Context: an optimization exercise on an open-source flow, tuned for small area and a short achievable clock period. The choices shown serve that exercise and are no tape-out recipe.
The RTL was checked by simulation tests, not by an equivalence proof against the original design.
No activity file was given, so power comes from the tool's default toggle rates.

Design top_level, start of the top module:
module top_level
#(parameter WIDTH = 8)
(
	input clk, rst, init, finish, ack,
	input [WIDTH-1:0]
		ori_0,
		ori_1,
		ori_2,
		ori_3,
		ori_4,
		ori_5,
		ori_6,
		ori_7,
		ori_8,
		ori_9,
		ori_10,
		ori_11,
		ori_12,
		ori_13,
		ori_14,
		ori_15,
		ori_16,
		ori_17,
		ori_18,
		ori_19,
		ori_20,
		ori_21,
		ori_22,
		ori_23,
		ori_24,
		ori_25,
		ori_26,
		ori_27,
		ori_28,
		ori_29,
		ori_30,
		ori_31,
		can_0,
		can_1,
		can_2,
		can_3,
		can_4,
		can_5,
		can_6,
		can_7,
		can_8,
		can_9,
		can_10,
		can_11,
		can_12,
		can_13,
		can_14,
		can_15,
		can_16,
		can_17,
		can_18,
		can_19,
		can_20,
		can_21,
		can_22,
		can_23,
		can_24,
		can_25,
		can_26,
		can_27,
		can_28,
		can_29,
		can_30,
		can_31,
	output done,
	output [WIDTH+4:0] out_sad
	);
	wire idle, en;
	wire [12:0] sum;
	control b_control(
		.clk(clk),
		.rst(rst),
		.init(init),
		.finish(finish),
		.ack(ack),
		.done(done),
		.idle(idle),
		.en(en)
		);
	SAD_4x8 b_SAD_4x8(
  ...
Size in the first run: ~260 flip-flops, about 0.024 mm2 of cells after synthesis.
Settings: LEC_CHECK=0, CAP_MARGIN=20, CORE_MARGIN=2, CORE_UTILIZATION=40, PLACE_DENSITY=0.75, SETUP_SLACK_MARGIN=2.6, SLEW_MARGIN=20, SYNTH_HIERARCHICAL=1, SYNTH_MINIMUM_KEEP_SIZE=0; clock period 5.8 ns.
standard.sh (not shown) runs the stock make flow with config.mk's settings and CLKGATE_MAP_FILE= SYNTH_SCRIPT=/design/flow/synth_recipe.tcl, a recipe that flattens the netlist after the stock synthesis.
==> flow/flow/run.sh <==
#!/bin/bash
# The standard layout with two changes:
#  - the port buffers are buf_1 cells (buffer_ports otherwise picks the slow,
#    large clkdlybuf4s50_1); repair_design and repair_timing still resize them.
#  - synthesis maps the logic with abc_speed.script from this folder: the
#    standard script's delay mapping without its final buffering and sizing
#    passes, so the netlist starts small and the layout's repair_timing sizes
#    up only the paths that need it. Registers, flattening and renaming are
#    exactly as in the standard flow's synthesis (synth_recipe.tcl is used unchanged).
set -euo pipefail
export BUFFER_PORTS_ARGS="-buffer_cell sky130_fd_sc_hd__buf_1"
rm -rf scripts_abc
cp -r "$FLOW_HOME/scripts" scripts_abc
cp flow/abc_speed.script scripts_abc/abc_speed.script
export SCRIPTS_DIR="$PWD/scripts_abc"
bash standard.sh finish > standard.log 2>&1
==> flow/flow/abc_speed.script <==
strash
&get -n
&st
&dch
&nf
&put
The baseline produced a clean layout.
==> next run, changes <==
Settings changed: CORE_UTILIZATION 40 to 50, PLACE_DENSITY 0.75 to 0.8.
Outcome:
- via count went up by 1.1%
- worst setup slack is worse by 0.017 ns
- final area went down by 0.58%
- critical path depth went up by 5
- global-route usage went up by 4.3 points
- wire length went down by 4.8%
- worst hold slack is better by 0.016 ns
- synthesized cell count stays the same
- synthesized area does not change
- utilization went up by 12 points
- clock-buffer cell count went down by 9
==> next run, changes <==
==> flow/flow/run.sh (replaced) <==
#!/bin/bash
# The standard layout, except that the port buffers are buf_1 cells
# (buffer_ports otherwise picks the slow, large clkdlybuf4s50_1). repair_design
# and repair_timing still resize them as they do any buffer.
set -euo pipefail
export BUFFER_PORTS_ARGS="-buffer_cell sky130_fd_sc_hd__buf_1"
bash standard.sh finish > standard.log 2>&1
Settings changed: ABC_AREA from default to 1, CORE_UTILIZATION 50 to 40, PLACE_DENSITY 0.8 to default, SETUP_SLACK_MARGIN 2.6 to 3.1.
removed: flow/flow/abc_speed.script
Effect:
- sequential cell count is unchanged
- utilization decreases by 9.1 points
- setup slack improves by 0.067 ns
- cell area increases by a quarter to a third
- synthesized area increases by about a fifth
- total power increases by roughly a tenth
- critical path depth decreases by 5
==> next run, changes <==
==> flow/flow/run.sh (replaced) <==
#!/bin/bash
# The standard layout with two changes:
#  - the port buffers are buf_1 cells (buffer_ports otherwise picks the slow,
#    large clkdlybuf4s50_1); repair_design and repair_timing still resize them.
#  - synthesis maps the logic with abc_speed.script from this folder: the
#    standard script's delay mapping without its final buffering and sizing
#    passes, so the netlist starts small and the layout's repair_timing sizes
#    up only the paths that need it. Registers, flattening and renaming are
#    exactly as in the standard flow's synthesis (synth_recipe.tcl is used unchanged).
set -euo pipefail
export BUFFER_PORTS_ARGS="-buffer_cell sky130_fd_sc_hd__buf_1"
rm -rf scripts_abc
cp -r "$FLOW_HOME/scripts" scripts_abc
cp flow/abc_speed.script scripts_abc/abc_speed.script
export SCRIPTS_DIR="$PWD/scripts_abc"
bash standard.sh finish > standard.log 2>&1
==> flow/flow/abc_speed.script (new file) <==
strash
&get -n
&st
&dch
&nf
&put
Settings changed: ABC_AREA 1 to default, SETUP_SLACK_MARGIN 3.1 to 2.8.
The new run finished clean.
Clock power fell by about 5%.
Fmax rose by 1.6%.
Total power fell by 4.1%.
Final area fell by 17%.
Count of clock-buffer cells in the layout fell by 2.
Flip-flop and latch count is unchanged.
Wire length fell by 18%.
==> next run, changes <==
==> flow/flow/abc_speed.script (replaced) <==
strash
&get -n
&st
&dch
&nf -p -R 20
&put
Settings changed: SETUP_SLACK_MARGIN 2.8 to 2.6.
Flip-flop and latch count is unchanged.
Wire length grows by 1.1%.
Global-route usage is about the same.
Via count grows by 0.41%.
Area after synthesis stays flat.
==> next run, changes <==
==> flow/flow/abc_speed.script (replaced) <==
strash
&get -n
&st
&dch
&nf
&put
Settings changed: SETUP_SLACK_MARGIN 2.6 to 2.9.
After rerunning: The changed run went through all stages and came out clean. Synthesized cell count decreases by 0.67%. Routed wire length increases by 0.34%. Final area increases by 8.7%. Worst setup slack improves by 0.19 ns.


exp/juniper:
Starting RTL as in the previous note.
Settings: LEC_CHECK=0, ABC_AREA=1, CAP_MARGIN=20, CORE_MARGIN=2, CORE_UTILIZATION=40, SETUP_SLACK_MARGIN=2.9, SLEW_MARGIN=20, SYNTH_HIERARCHICAL=1, SYNTH_MINIMUM_KEEP_SIZE=0; clock period 5.8 ns.
==> flow/flow/run.sh <==
#!/bin/bash
# The standard layout, except that the port buffers are buf_1 cells
# (buffer_ports otherwise picks the slow, large clkdlybuf4s50_1). repair_design
# and repair_timing still resize them as they do any buffer.
set -euo pipefail
export BUFFER_PORTS_ARGS="-buffer_cell sky130_fd_sc_hd__buf_1"
bash standard.sh finish > standard.log 2>&1
### exp/juniper -> exp/nickel
- swapping 2.9 for 2.6 in SETUP_SLACK_MARGIN
- clearing ABC_AREA, which used to be 1
==> flow/flow/run.sh <==
#!/bin/bash
# The standard layout with two changes:
#  - the port buffers are buf_1 cells (buffer_ports otherwise picks the slow,
#    large clkdlybuf4s50_1); repair_design and repair_timing still resize them.
#  - synthesis maps the logic with abc_speed.script from this folder: the
#    standard script's delay mapping without its final buffering and sizing
#    passes, so the netlist starts small and the layout's repair_timing sizes
#    up only the paths that need it. Registers, flattening and renaming are
#    exactly as in the standard flow's synthesis (synth_recipe.tcl is used unchanged).
set -euo pipefail
export BUFFER_PORTS_ARGS="-buffer_cell sky130_fd_sc_hd__buf_1"
rm -rf scripts_abc
cp -r "$FLOW_HOME/scripts" scripts_abc
cp flow/abc_speed.script scripts_abc/abc_speed.script
export SCRIPTS_DIR="$PWD/scripts_abc"
bash standard.sh finish > standard.log 2>&1
==> flow/flow/abc_speed.script (new file) <==
strash
&get -n
&st
&dch
&nf
&put
- Diff exp/juniper..exp/nickel | final total power | negligible
- Diff exp/juniper -> exp/nickel | sequential share of layout area | increase of 2.9 points
- Looking at share of the cycle needed by the critical path after routing, exp/nickel sits 2.4 points above exp/juniper.
- exp/juniper → exp/nickel: global-route usage now sits lower, final instance area now sits lower, worst hold slack now sits higher, non-clock buffer count now sits at about the same level, buffering stage count on the worst path with inverters included now sits higher.
- exp/nickel vs. exp/juniper: detailed-route via count went down by 7,053; sequential fraction of the synthesis area went up 3.8 points.
Modified inputs, exp/zinc compared to exp/nickel
- ABC_AREA newly set to 1
==> flow/flow/run.sh <==
#!/bin/bash
# The standard layout, except that the port buffers are buf_1 cells
# (buffer_ports otherwise picks the slow, large clkdlybuf4s50_1). repair_design
# and repair_timing still resize them as they do any buffer.
set -euo pipefail
export BUFFER_PORTS_ARGS="-buffer_cell sky130_fd_sc_hd__buf_1"
bash standard.sh finish > standard.log 2>&1
removed: flow/flow/abc_speed.script
==> comparison <==
Min non-filler instance count after layout across exp/nickel and exp/zinc: exp/nickel. Power ends up higher on exp/nickel. exp/zinc vs. exp/nickel: part of the power in the clock network stayed essentially flat; sequential area share after synthesis fell by 3.8 points; height of the die +9.8%; part of the total power dissipated in combinational logic moved up; required time of the critical path up 0.02 ns. Going from exp/nickel to exp/zinc, the critical path depth was found to have gone down by 5. On worst hold slack after final layout, exp/nickel and exp/zinc are neck and neck.
## Diff of input files: exp/ember against exp/zinc
- GPL_ROUTABILITY_DRIVEN now 0, previously not set
- ABC_AREA no longer set, was 1
==> flow/flow/run.sh <==
#!/bin/bash
# The standard layout with two changes:
#  - the port buffers are buf_1 cells (buffer_ports otherwise picks the slow,
#    large clkdlybuf4s50_1); repair_design and repair_timing still resize them.
#  - synthesis maps the logic with abc_speed.script from this folder: the
#    standard script's delay mapping without its final buffering and sizing
#    passes, so the netlist starts small and the layout's repair_timing sizes
#    up only the paths that need it. Registers, flattening and renaming are
#    exactly as in the standard flow's synthesis (synth_recipe.tcl is used unchanged).
set -euo pipefail
export BUFFER_PORTS_ARGS="-buffer_cell sky130_fd_sc_hd__buf_1"
rm -rf scripts_abc
cp -r "$FLOW_HOME/scripts" scripts_abc
cp flow/abc_speed.script scripts_abc/abc_speed.script
export SCRIPTS_DIR="$PWD/scripts_abc"
bash standard.sh finish > standard.log 2>&1
==> flow/flow/abc_speed.script (new file) <==
strash
&get -n
&st
&dch
&nf
&put
Notes after the runs:
- The clock power share was comparable across exp/ember and exp/zinc.
- What exp/ember reported for total non-filler cell area in the finished layout has to be multiplied by 1.17 to get the figure for exp/zinc.
- On combinational share of power: exp/ember sits below exp/zinc.
- exp/zinc vs exp/ember, worst setup path startpoint: b_SAD_4x8.ra[125] vs ori_12[0]
- Lower global-route wire length before repair was reported by exp/ember, not exp/zinc.
- exp/ember ends up with higher sequential power than exp/zinc does.
- exp/ember reports a higher power after layout than exp/zinc does.
- [compare] base=exp/zinc new=exp/ember: final worst-path setup slack lower; net count after synthesis lost 1,611; total track usage has decreased.
- On proportion of layout cells with a drive suffix above 1, exp/ember and exp/zinc are basically level.

==> separate check: timing with driven ports <==
The flow's constraints put no driver on any port. The routed layouts listed below were extracted and timed again, unchanged, in two steps. Step 1, drivers: a clkbuf_16 drives clk and a buf_2 each remaining input, both assumed. Step 2 times the ports against the registers' clock, not the clock port: input delays grow and output delays shrink by t, the midpoint of the rising clock arrivals with the driver on. Three values: no drivers, after step 1, after step 2; two values: the first two.
| run | t, ns | setup slack, ns | worst setup path after step 2 |
|---|---|---|---|
| the first run of note 1 | 0.618 | 2.733 / 2.733 / 2.214 | input to register |
| the second run of note 1 | 0.583 | 2.716 / 2.716 / 2.197 | input to register |
| the third run of note 1 | 0.625 | 2.784 / 2.784 / 2.560 | input to register |
| the fourth run of note 1 | 0.587 | 2.832 / 2.832 / 2.353 | input to register |
| the fifth run of note 1 | 0.589 | 2.659 / 2.680 / 2.091 | input to register |
| the sixth run of note 1 | 0.589 | 2.851 / 2.851 / 2.380 | input to register |
| exp/juniper | 0.619 | 2.860 / 2.860 / 2.398 | input to register |
| exp/nickel | 0.601 | 2.723 / 2.734 / 2.133 | input to register |
| exp/zinc | 0.616 | 2.751 / 2.751 / 2.401 | input to register |
| exp/ember | 0.605 | 2.702 / 2.728 / 2.123 | input to register |
After both steps every run listed still meets setup and hold. For exp/nickel, which loses most, drivers alone change the setup slack by +0.011 ns; drivers and shift together by -0.590 ns.
